This is an optimization exercise on Yosys and OpenROAD, whose aim is small area and a short achievable clock period, not a production implementation.
Power and IR drop assume default switching activity.

==> flow/design.v <==
module CPU(
	input logic clk,
	input logic [15:0] inM,
	input logic [15:0] instruction,
	input logic reset,
	output logic [15:0] outM,
	output logic writeM,
	output logic [14:0] addressM,
	output logic [14:0] pc
);
	logic [15:0] A, D;
	logic [14:0] PC;
	wire c  = instruction[15];
	wire am = instruction[12];
	wire zx = instruction[11];
	wire nx = instruction[10];
	wire zy = instruction[9];
	wire ny = instruction[8];
	wire f  = instruction[7];
	wire no = instruction[6];
	wire [15:0] x = ({16{~zx}} & D) ^ {16{nx}};
	wire [15:0] y = ((am ? inM : A) & {16{~zy}}) ^ {16{ny}};
	wire [15:0] g = x & y;
	wire [15:0] p = x ^ y;
	wire [15:0] gf = g & {16{f}};
	logic [15:0] G [0:4];
	logic [15:0] P [0:4];
	assign G[0] = gf;
	assign P[0] = p;
	for (genvar l = 0; l < 4; l++) begin : lvl
		for (genvar i = 0; i < 16; i++) begin : bitn
			if ((i >> l) & 1) begin : comb
				localparam int j = ((i >> l) << l) - 1;
				assign G[l+1][i] = G[l][i] | (P[l][i] & G[l][j]);
				assign P[l+1][i] = P[l][i] & P[l][j];
			end else begin : pass
				assign G[l+1][i] = G[l][i];
				assign P[l+1][i] = P[l][i];
			end
		end
	end
	wire [15:0] cin = {G[4][14:0], 1'b0};
	wire [15:0] t = (f ? p : g) ^ {16{no}};
	assign outM = t ^ cin;
	wire zr = (outM == 16'd0);
	wire ng = outM[15];
	wire jmp = c & ((instruction[2] & ng) | (instruction[1] & zr) | (instruction[0] & ~ng & ~zr));
	always_ff @(posedge clk) begin
		if (~c) A <= {1'b0, instruction[14:0]};
		else if (instruction[5]) A <= outM;
		if (c & instruction[4]) D <= outM;
		if (reset) PC <= 15'd0;
		else if (jmp) PC <= A[14:0];
		else PC <= PC + 15'd1;
	end
	assign writeM = c & instruction[3];
	assign addressM = A[14:0];
	assign pc = PC;
endmodule
Settings: LEC_CHECK=0, CAP_MARGIN=20, CORE_MARGIN=2, CORE_UTILIZATION=40, SETUP_SLACK_MARGIN=4.5, SLEW_MARGIN=20; clock period 12.5 ns.
standard.sh (not shown) runs the stock make flow with config.mk's settings and CLKGATE_MAP_FILE= SYNTH_SCRIPT=/design/flow/synth_recipe.tcl, a recipe that flattens the netlist after the stock synthesis.
==> flow/flow/run.sh <==
#!/bin/bash
# Layout flow: the standard ORFS flow (standard.sh) with two changes:
#  - synthesis maps the logic with the ABC script in flow/abc.script
#    (ORFS's synth.tcl otherwise unchanged; same -nofsm -noshare, flatten and renames)
#  - port buffers are sky130_fd_sc_hd__buf_1 instead of the default choice
set -euo pipefail
W=$PWD
sed "s#log_cmd abc {\*}\$abc_args#log_cmd abc {*}[lreplace \$abc_args 1 1 $W/flow/abc.script]#" \
  "$FLOW_HOME/scripts/synth.tcl" > "$W/synth_custom.tcl"
grep -q "flow/abc.script" "$W/synth_custom.tcl"
sed "s#\$::env(SCRIPTS_DIR)/synth.tcl#$W/synth_custom.tcl#" synth_recipe.tcl > "$W/synth_top.tcl"
grep -q "synth_custom.tcl" "$W/synth_top.tcl"
EXTRA=()
if [[ -f flow/make_args.txt ]]; then mapfile -t EXTRA < <(grep -v '^\s*$' flow/make_args.txt); fi
bash standard.sh SYNTH_SCRIPT="$W/synth_top.tcl" \
  "BUFFER_PORTS_ARGS=-buffer_cell sky130_fd_sc_hd__buf_1" "${EXTRA[@]}" finish > "$W/flow.log" 2>&1
==> flow/flow/abc.script <==
strash; dch; map -D 2500; topo; buffer -c; upsize -c; dnsize -c
==> flow/flow/make_args.txt <==
The baseline finished clean.
Then changed:
==> flow/flow/abc.script (replaced) <==
strash; dch; map -a; topo; stime -c
==> flow/flow/make_args.txt (replaced) <==
SETUP_SLACK_MARGIN=6
SETUP_SLACK_MARGIN = default   (was 4.5)
After rerunning:
- wire length climbs by 21%
- die area drops by 4.7%
- power climbs by 24%
- global-route usage climbs by 3.3 points
Then changed:
==> flow/flow/abc.script (replaced) <==
&get -n
&st
&dch
&nf
&st
&syn2
&if -g -K 6
&synch2
&nf
&st
&syn2
&if -g -K 6
&synch2
&nf
&st
&syn2
&if -g -K 6
&synch2
&nf
&st
&syn2
&if -g -K 6
&synch2
&nf
&st
&syn2
&if -g -K 6
&synch2
&nf
&put
buffer -c
topo
stime -c
upsize -c
dnsize -c
==> flow/flow/make_args.txt (replaced) <==
SETUP_SLACK_MARGIN = 4.5   (was default)
After rerunning: The changed run ran to the end with no violations; via count shrinks by 8.2%; first-iteration DRC count goes down by 50%; cell area decreases by 6.4%; power decreases by 9.9%; worst hold slack improved by 0.027 ns; worst setup slack is worse by 0.21 ns; count of clock-buffer cells in the layout climbs by 2; die area goes up by 16%; clock skew stays flat; critical path depth shrinks by 4.
Then changed:
==> flow/flow/abc.script (replaced) <==
strash; dch; map -a; topo; stime -c
SETUP_SLACK_MARGIN = 3.5   (was 4.5)
The new run went through all stages and came out clean. Final cell count stays flat. Global-route usage goes up by 1.7 points. Utilization goes up by 1.7 points. Sequential share of layout area goes up by 3.8 points. Flip-flop and latch count stays the same. Register-to-register slack is worse by 0.12 ns. Synthesized area goes down by 14%. Power goes down by 9.3%.
Function was not checked in any run of this note: the RTL went through the layout flow alone.

========
## v45
Starts from the design.v that is shown in full above.
export LEC_CHECK = 0
export CAP_MARGIN = 20
export CORE_MARGIN = 2
export CORE_UTILIZATION = 40
export SETUP_SLACK_MARGIN = 5
export SLEW_MARGIN = 20
create_clock -name core_clock -period 12.5 [get_ports {clk}]
==> flow/flow/abc.script <==
strash; dch; map -a; topo; stime -c
==> flow/flow/make_args.txt <==
Scripts as last shown in full above: flow/flow/run.sh
v45 completed every stage of the flow, and the final layout passed the timing, DRC and antenna checks.
For v51, these inputs were changed with respect to v45:
Settings: changing SETUP_SLACK_MARGIN from 5 to 4.5.
### Flow results
Relative to v45, the maximum operating frequency measured on v51 has decreased by a few percent. Measured against v45, the total length of routed met3 wires of v51 comes out at 0.70 times the reference value. As far as number of combinational gates with multiple inputs goes, v51 and v45 are indistinguishable; the numbers are identical. Taking v45 as the reference, in v51 total length of routed wires fell 600 microns, global-route wire length before repair saw a decrease.
The inputs of v46 differ from those of v51 as listed below.
Settings: removing SETUP_SLACK_MARGIN (formerly 4.5).
### Flow results
In the flow results for v51 and v46, the sequential share of power is smaller on v51. There was hardly any difference in power per unit of standard cell area between v51 and v46. Initial DRC count on v46 is down relative to v51. v46 vs. v51: logic gate share of total power went down by 1.4 points. Combined area of the multi-input logic cells (lower): v46. Cells: v46 has fewer instances than v51. Between v46 and v51, the largest clock skew in the final design figures differ only marginally. Total of plain and repair buffers excluding clock buffers of v46 falls short of that of v51 by a few percent. Higher number of instances resized during post-cts repair among v51 and v46: v51. Measured against each other, v51 and v46 differ in combinational power, the lower figure coming from v46.
Here is what was changed in the inputs of v43 compared with v46.
==> flow/flow/run.sh <==
#!/bin/bash
cp standard.sh standard_sh_copy.txt
cp config.mk config_copy.txt
export BUFFER_PORTS_ARGS="-buffer_cell sky130_fd_sc_hd__buf_1"
bash standard.sh > standard.log 2>&1
removed: flow/flow/abc.script
removed: flow/flow/make_args.txt
## What came out
- v43: done, clean on timing, DRC and antenna
- Complex-gate fraction of the synthesized area for v43 is lower than for v46.
- v43 vs v46, leading cell type in the layout, fill and taps excluded: sky130_fd_sc_hd__buf_1 vs sky130_fd_sc_hd__nand2_1
- v46 tops out at a lower clock frequency than v43.
- Compared with v46, v43 shows a maximum resistive drop on vdd that is 16% lower.
- The standard cells in v43 occupy more silicon area than those in v46 do.
No run of this note included a check of the RTL's function; only the layout flow was run.

==> static timing again, ports no longer ideal <==
Ports are ideal in the flow. The routed layouts listed here were re-timed in OpenROAD. Step 1, drivers: a clkbuf_16 drives clk and a buf_2 each remaining input, both assumed. Step 2 times the ports against the registers' clock, not the clock port: input delays grow and output delays shrink by t, the midpoint of the rising clock arrivals with the driver on. Three values: ideal ports, drivers, drivers and shift; two values: the first two.
run | t (ns) | slack for setup (ns) | worst register clock-pin slew, ns
the first run of note 1 | 0.335 | 4.663 / 4.632 / 4.632 | 0.10 / 0.10
the second run of note 1 | 0.336 | 4.783 / 4.697 / 4.697 | 0.10 / 0.10
the third run of note 1 | 0.335 | 4.578 / 4.517 / 4.517 | 0.11 / 0.11
the fourth run of note 1 | 0.337 | 3.903 / 3.874 / 3.874 | 0.10 / 0.10
v45 | 0.330 | 4.993 / 4.932 / 4.932 | 0.10 / 0.10
v51 | 0.338 | 4.603 / 4.565 / 4.565 | 0.10 / 0.10
v46 | 0.338 | 2.982 / 2.956 / 2.956 | 0.10 / 0.10
v43 | 0.332 | 4.120 / 4.095 / 4.095 | 0.10 / 0.10
After both steps every run listed still meets setup and hold. For the second run of note 1, which loses most, drivers alone change the setup slack by -0.086 ns; drivers and shift together by -0.086 ns.
